What follows belongs to an exercise in optimizing a design on an open flow for small area, a short achievable clock period and few clock cycles; a production flow would make more cautious choices. No activity file was given, so power comes from the tool's default toggle rates.

==> flow/design.v <==
`timescale 1ns / 1ps
module process(
  input clk,
  input rst,
  input [23:0] in_pix,
  output reg [5:0] row, col,
  output reg out_we,
  output reg [23:0] out_pix,
  output reg mirror_done,
  output reg gray_done,
  output reg filter_done
);
localparam integer K  = 4;             
localparam integer NS = 64 / K;        
localparam integer LS = 2 * K + 2;     
localparam [1:0] ST_MIR = 2'd0, ST_GRAY = 2'd1, ST_SHP = 2'd2, ST_DONE = 2'd3;
localparam [2:0] WS_PIX = 3'd0, WS_GRAY = 3'd1, WS_TOP = 3'd2, WS_LAST = 3'd3,
                 WS_LASTF = 3'd4, WS_S = 3'd5, WS_HOLD = 3'd6;
reg [1:0]  stage;
reg [12:0] cnt;       
reg [4:0]  slot;      
wire [12:0] inc = cnt + ((stage == ST_SHP && cnt[6]) ? 13'd64 : 13'd1);
wire [6:0]  sc = cnt[6:0];
wire [4:0]  strip = cnt[11:7];
wire        c64 = sc[6];
wire        c0 = (sc == 7'd0);
wire        s_first = (strip == 0);
wire        s_last = (strip == NS - 1);
wire        s_virt = (strip == NS);
reg [5:0] n_row, n_col;
reg       n_we;
reg [2:0] n_wsel;
reg       n_sr, n_virt, n_proc, n_swap, n_jk;
reg [1:0]  x_stage;
reg [12:0] x_cnt;
reg [4:0]  x_slot;
reg [1:0] hs, lo, cs;
wire [3:0] sm1 = strip[3:0] - 1'b1, sp1 = strip[3:0] + 1'b1;
always @* begin
  n_row = 0; n_col = 0; n_we = 0; n_wsel = WS_S;
  n_sr = 0; n_virt = 0; n_proc = 0; n_swap = 0; n_jk = 0;
  x_stage = stage; x_cnt = cnt; x_slot = slot;
  hs = 0; lo = 0; cs = 0;
  case (stage)
    ST_MIR: begin
      n_row = (slot == 5'd1) ? ~{1'b0, cnt[10:6]} : {1'b0, cnt[10:6]};
      n_col = cnt[5:0];
      n_we  = (slot != 5'd0);
      n_wsel = WS_PIX;
      if (slot == 5'd2) begin
        x_slot = 0;
        x_cnt = inc;
        if (cnt[10:0] == 11'h7ff) begin
          x_stage = ST_GRAY;
          x_cnt = 13'h1fff;
        end
      end else
        x_slot = slot + 1'b1;
    end
    ST_GRAY: begin
      if (!slot[0]) begin
        n_row = inc[11:6];
        n_col = inc[5:0];
        n_wsel = WS_GRAY;
        x_slot = 1;
      end else begin
        n_row = cnt[11:6];
        n_col = cnt[5:0];
        n_we = !cnt[12];
        n_wsel = WS_HOLD;
        x_slot = 0;
        x_cnt = inc;
        if (cnt == 13'h0fff) begin
          x_stage = ST_SHP;
          x_cnt = 0;
        end
      end
    end
    ST_SHP: begin
      hs = 2'd0; lo = 2'd0; cs = 2'd0;
      case (slot[3:0])
        4'd0: begin                                    
          lo = 2'd1; n_sr = 1; n_virt = c64 || s_virt;
        end
        4'd1: begin                                    
          n_sr = 1; n_virt = c64 || s_virt;
          n_wsel = (s_virt || (s_last && !c0)) ? WS_LASTF : WS_LAST;
        end
        4'd2: begin                                    
          n_wsel = WS_HOLD; lo = 2'd3;
          if (c0) begin hs = 2'd1; cs = 2'd3; n_we = !s_first; end
          else begin cs = 2'd2; n_we = (sc != 7'd1); end
        end
        4'd3: begin                                    
          hs = 2'd1; lo = 2'd3; n_sr = 1; n_virt = c64 || s_first;
          n_proc = 1; n_swap = 1;
        end
        4'd4: begin                                    
          hs = 2'd1; lo = 2'd3; n_we = !s_first && !c64; n_wsel = WS_TOP;
        end
        4'd5: begin                                    
          lo = 2'd2; n_sr = 1; n_virt = c64; n_proc = 1;
        end
        4'd6: begin                                    
          cs = 2'd1; n_we = !c0;
        end
        4'd7: begin                                    
          lo = 2'd3; n_sr = 1; n_virt = c64; n_proc = 1; n_jk = 1;
        end
        4'd8: begin                                    
          lo = 2'd1; cs = 2'd1; n_we = !c0;
        end
        4'd9: begin                                    
          hs = 2'd2; n_sr = 1; n_virt = c64 || s_last; n_proc = 1;
        end
        default: begin                                 
          lo = 2'd2; cs = 2'd1; n_we = !c0;
        end
      endcase
      n_row = {(hs == 2'd1) ? sm1 : (hs == 2'd2) ? sp1 : strip[3:0], lo};
      n_col = (cs == 2'd0) ? sc[5:0] : (cs == 2'd1) ? sc[5:0] - 1'b1 :
              (cs == 2'd2) ? sc[5:0] - 2'd2 : 6'd63;
      if (s_virt && slot == 5'd2) begin
        x_stage = ST_DONE;
      end else if (slot == LS) begin
        x_slot = 0;
        x_cnt = inc;
      end else
        x_slot = slot + 1'b1;
    end
    default: ;
  endcase
end
reg t0_sr, t0_virt, t0_proc, t0_swap, t0_jk, t0_c0;
reg t1_sr, t1_virt, t1_proc, t1_swap, t1_jk, t1_c0;
reg t2_proc;
always @(posedge clk) begin
  if (rst) begin
    stage <= ST_MIR;
    cnt <= 0;
    slot <= 5'd1;                    
    row <= 0; col <= 0; out_we <= 0;
    mirror_done <= 0; gray_done <= 0; filter_done <= 0;
    t0_sr <= 0; t0_virt <= 0; t0_proc <= 0; t0_swap <= 0; t0_jk <= 0; t0_c0 <= 0;
  end else begin
    stage <= x_stage; cnt <= x_cnt; slot <= x_slot;
    row <= n_row; col <= n_col; out_we <= n_we;
    mirror_done <= (stage != ST_MIR);
    gray_done <= stage[1];
    filter_done <= (stage == ST_DONE);
    t0_sr <= n_sr; t0_virt <= n_virt; t0_proc <= n_proc;
    t0_swap <= n_swap; t0_jk <= n_jk; t0_c0 <= c0;
  end
end
always @(posedge clk) begin
  t1_sr <= t0_sr; t1_virt <= t0_virt; t1_proc <= t0_proc && t0_sr;
  t1_swap <= t0_swap; t1_jk <= t0_jk; t1_c0 <= t0_c0;
  t2_proc <= t1_proc;
end
reg  [23:0] cap;
wire [7:0] ir = in_pix[23:16];
wire [7:0] cr = cap[23:16], cg = cap[15:8], cb = cap[7:0];
wire [7:0] ig = in_pix[15:8], ib = in_pix[7:0];
reg  rg, rb, gb;                  
wire [7:0] c_mx = (rg && rb) ? cr : (gb ? cg : cb);
wire [7:0] c_mn = (!rg && !rb) ? cr : (!gb ? cg : cb);
wire [8:0] gsum = c_mx + c_mn;
wire [7:0] gval = gsum[8:1];
reg  [7:0]  gu, gm;               
reg  [7:0]  gl_cur, gl_prev;      
reg  [9:0]  vr;                   
reg  [10:0] tr;                   
reg  [9:0]  ra [0:K-1];           
reg  [9:0]  rv [0:K-1];           
wire [7:0]  gnew = t1_virt ? 8'd0 : cap[15:8];
wire [9:0]  vsum = gu + gm + gnew;
wire [9:0]  vold = t1_c0 ? 10'd0 : rv[0];
wire [12:0] tval = {2'b00, gm, 3'b000} + {4'b0000, gm, 1'b0} - {3'b000, vold};
wire [11:0] anew = {1'b0, tr} - {2'b00, vr};
wire [9:0]  asat = anew[11] ? 10'd0 : (anew[10] ? 10'd1023 : anew[9:0]);
wire [10:0] sraw = {1'b0, ra[0]} - {1'b0, vr};
wire [7:0]  sclamp = sraw[10] ? 8'd0 : (|sraw[9:8] ? 8'd255 : sraw[7:0]);
integer e;
always @(posedge clk) begin
  cap <= in_pix;
  rg <= ir >= ig;
  rb <= ir >= ib;
  gb <= ig >= ib;
  vr <= vsum;
  tr <= tval[12] ? 11'd0 : (tval[11] ? 11'd2047 : tval[10:0]);
  if (t1_sr) begin
    gu <= gm;
    gm <= t1_swap ? gu : gnew;
  end
  if (t1_sr && t1_jk) begin
    gl_prev <= gl_cur;
    gl_cur <= gnew;
  end
  if (t2_proc) begin
    for (e = 0; e < K - 1; e = e + 1) begin
      ra[e] <= ra[e + 1];
      rv[e] <= rv[e + 1];
    end
    ra[K - 1] <= asat;
    rv[K - 1] <= vr;
  end
  case (n_wsel)
    WS_PIX:   out_pix <= in_pix;
    WS_GRAY:  out_pix <= {8'd0, gval, 8'd0};
    WS_TOP:   out_pix <= {8'd0, ir, 8'd0};
    WS_LAST:  out_pix <= {sclamp, gl_prev, 8'd0};
    WS_LASTF: out_pix <= {8'd0, sclamp, 8'd0};
    WS_HOLD:  out_pix <= out_pix;
    default:  out_pix <= {8'd0, sclamp, 8'd0};
  endcase
end
endmodule
clock: 8.0 ns
lec_check: 0
abc_clock_period_in_ps: 2500
cap_margin: 20
core_margin: 2
core_utilization: 40
setup_slack_margin: 5
slew_margin: 20
run.sh (not shown) runs the stock make flow with config.mk's settings and CLKGATE_MAP_FILE= SYNTH_SCRIPT=/design/flow/synth_recipe.tcl, a recipe that flattens the netlist after the stock synthesis.
Next try:
--- a/flow/design.v
+++ b/flow/design.v
@@ -163,12 +163,11 @@
 wire [7:0] ig = in_pix[15:8], ib = in_pix[7:0];
 reg  rg, rb, gb;                  
-wire [7:0] c_mx = (rg && rb) ? cr : (gb ? cg : cb);
-wire [7:0] c_mn = (!rg && !rb) ? cr : (!gb ? cg : cb);
-wire [8:0] gsum = c_mx + c_mn;
+wire [8:0] s_rg = cr + cg, s_rb = cr + cb, s_gb = cg + cb;
+wire [8:0] gsum = (rg != rb) ? s_gb : (rg == gb) ? s_rb : s_rg;
 wire [7:0] gval = gsum[8:1];
 reg  [7:0]  gu, gm;               
 reg  [7:0]  gl_cur, gl_prev;      
 reg  [9:0]  vr;                   
-reg  [10:0] tr;                   
+reg  [12:0] tr;                   
 reg  [9:0]  ra [0:K-1];           
 reg  [9:0]  rv [0:K-1];           
@@ -177,6 +176,6 @@
 wire [9:0]  vold = t1_c0 ? 10'd0 : rv[0];
 wire [12:0] tval = {2'b00, gm, 3'b000} + {4'b0000, gm, 1'b0} - {3'b000, vold};
-wire [11:0] anew = {1'b0, tr} - {2'b00, vr};
-wire [9:0]  asat = anew[11] ? 10'd0 : (anew[10] ? 10'd1023 : anew[9:0]);
+wire [12:0] anew = tr - {3'b000, vr};
+wire [9:0]  asat = anew[12] ? 10'd0 : (|anew[11:10] ? 10'd1023 : anew[9:0]);
 wire [10:0] sraw = {1'b0, ra[0]} - {1'b0, vr};
 wire [7:0]  sclamp = sraw[10] ? 8'd0 : (|sraw[9:8] ? 8'd255 : sraw[7:0]);
@@ -188,5 +187,5 @@
   gb <= ig >= ib;
   vr <= vsum;
-  tr <= tval[12] ? 11'd0 : (tval[11] ? 11'd2047 : tval[10:0]);
+  tr <= tval;
   if (t1_sr) begin
     gu <= gm;
Effect: The changed run produced a clean layout. Global-route usage hardly moves. Synthesized area rises by 0.71%. Count of clock-buffer cells in the layout is lower by 1. Design area went up by 1.4%. Worst setup slack gets better by 170 ps. First-iteration DRC count grows by 50%. Core utilization rose by 0.39 points. Maximum frequency went up by 5.7%. Non-clock buffer count drops by 12. Die area grows by 0.69%. Hold slack loses 5.3 ps. Power came out higher by 3.8%.
No functional check of the RTL was part of any run of this note.

re-timing with driven ports:
The results above use ideal ports. As a check the final layouts listed here were re-extracted and re-timed, cells and wires unchanged. Step 1 assumes that a clkbuf_16 drives the clock port and a buf_2 every other input. Step 2, shift: input delay + t, output delay - t, t = (earliest + latest rising clock arrival at the registers) / 2. This alone moves slack from input paths to output paths. Three values: ideal ports, drivers, drivers and shift; two values: the first two.
run	t, ns	slack for setup (ns)	worst setup path after step 2	worst register clock-pin slew, ns	cell pins on the clock port's net
the first run	0.577	4.859 / 4.859 / 4.546	input to register	0.06 / 0.06	1
the second run	0.584	5.027 / 5.009 / 4.508	input to register	0.07 / 0.07	1
After both steps setup and hold are still met in every run listed. For the second run, which loses most, drivers alone change the setup slack by -0.018 ns; drivers and shift together by -0.519 ns.
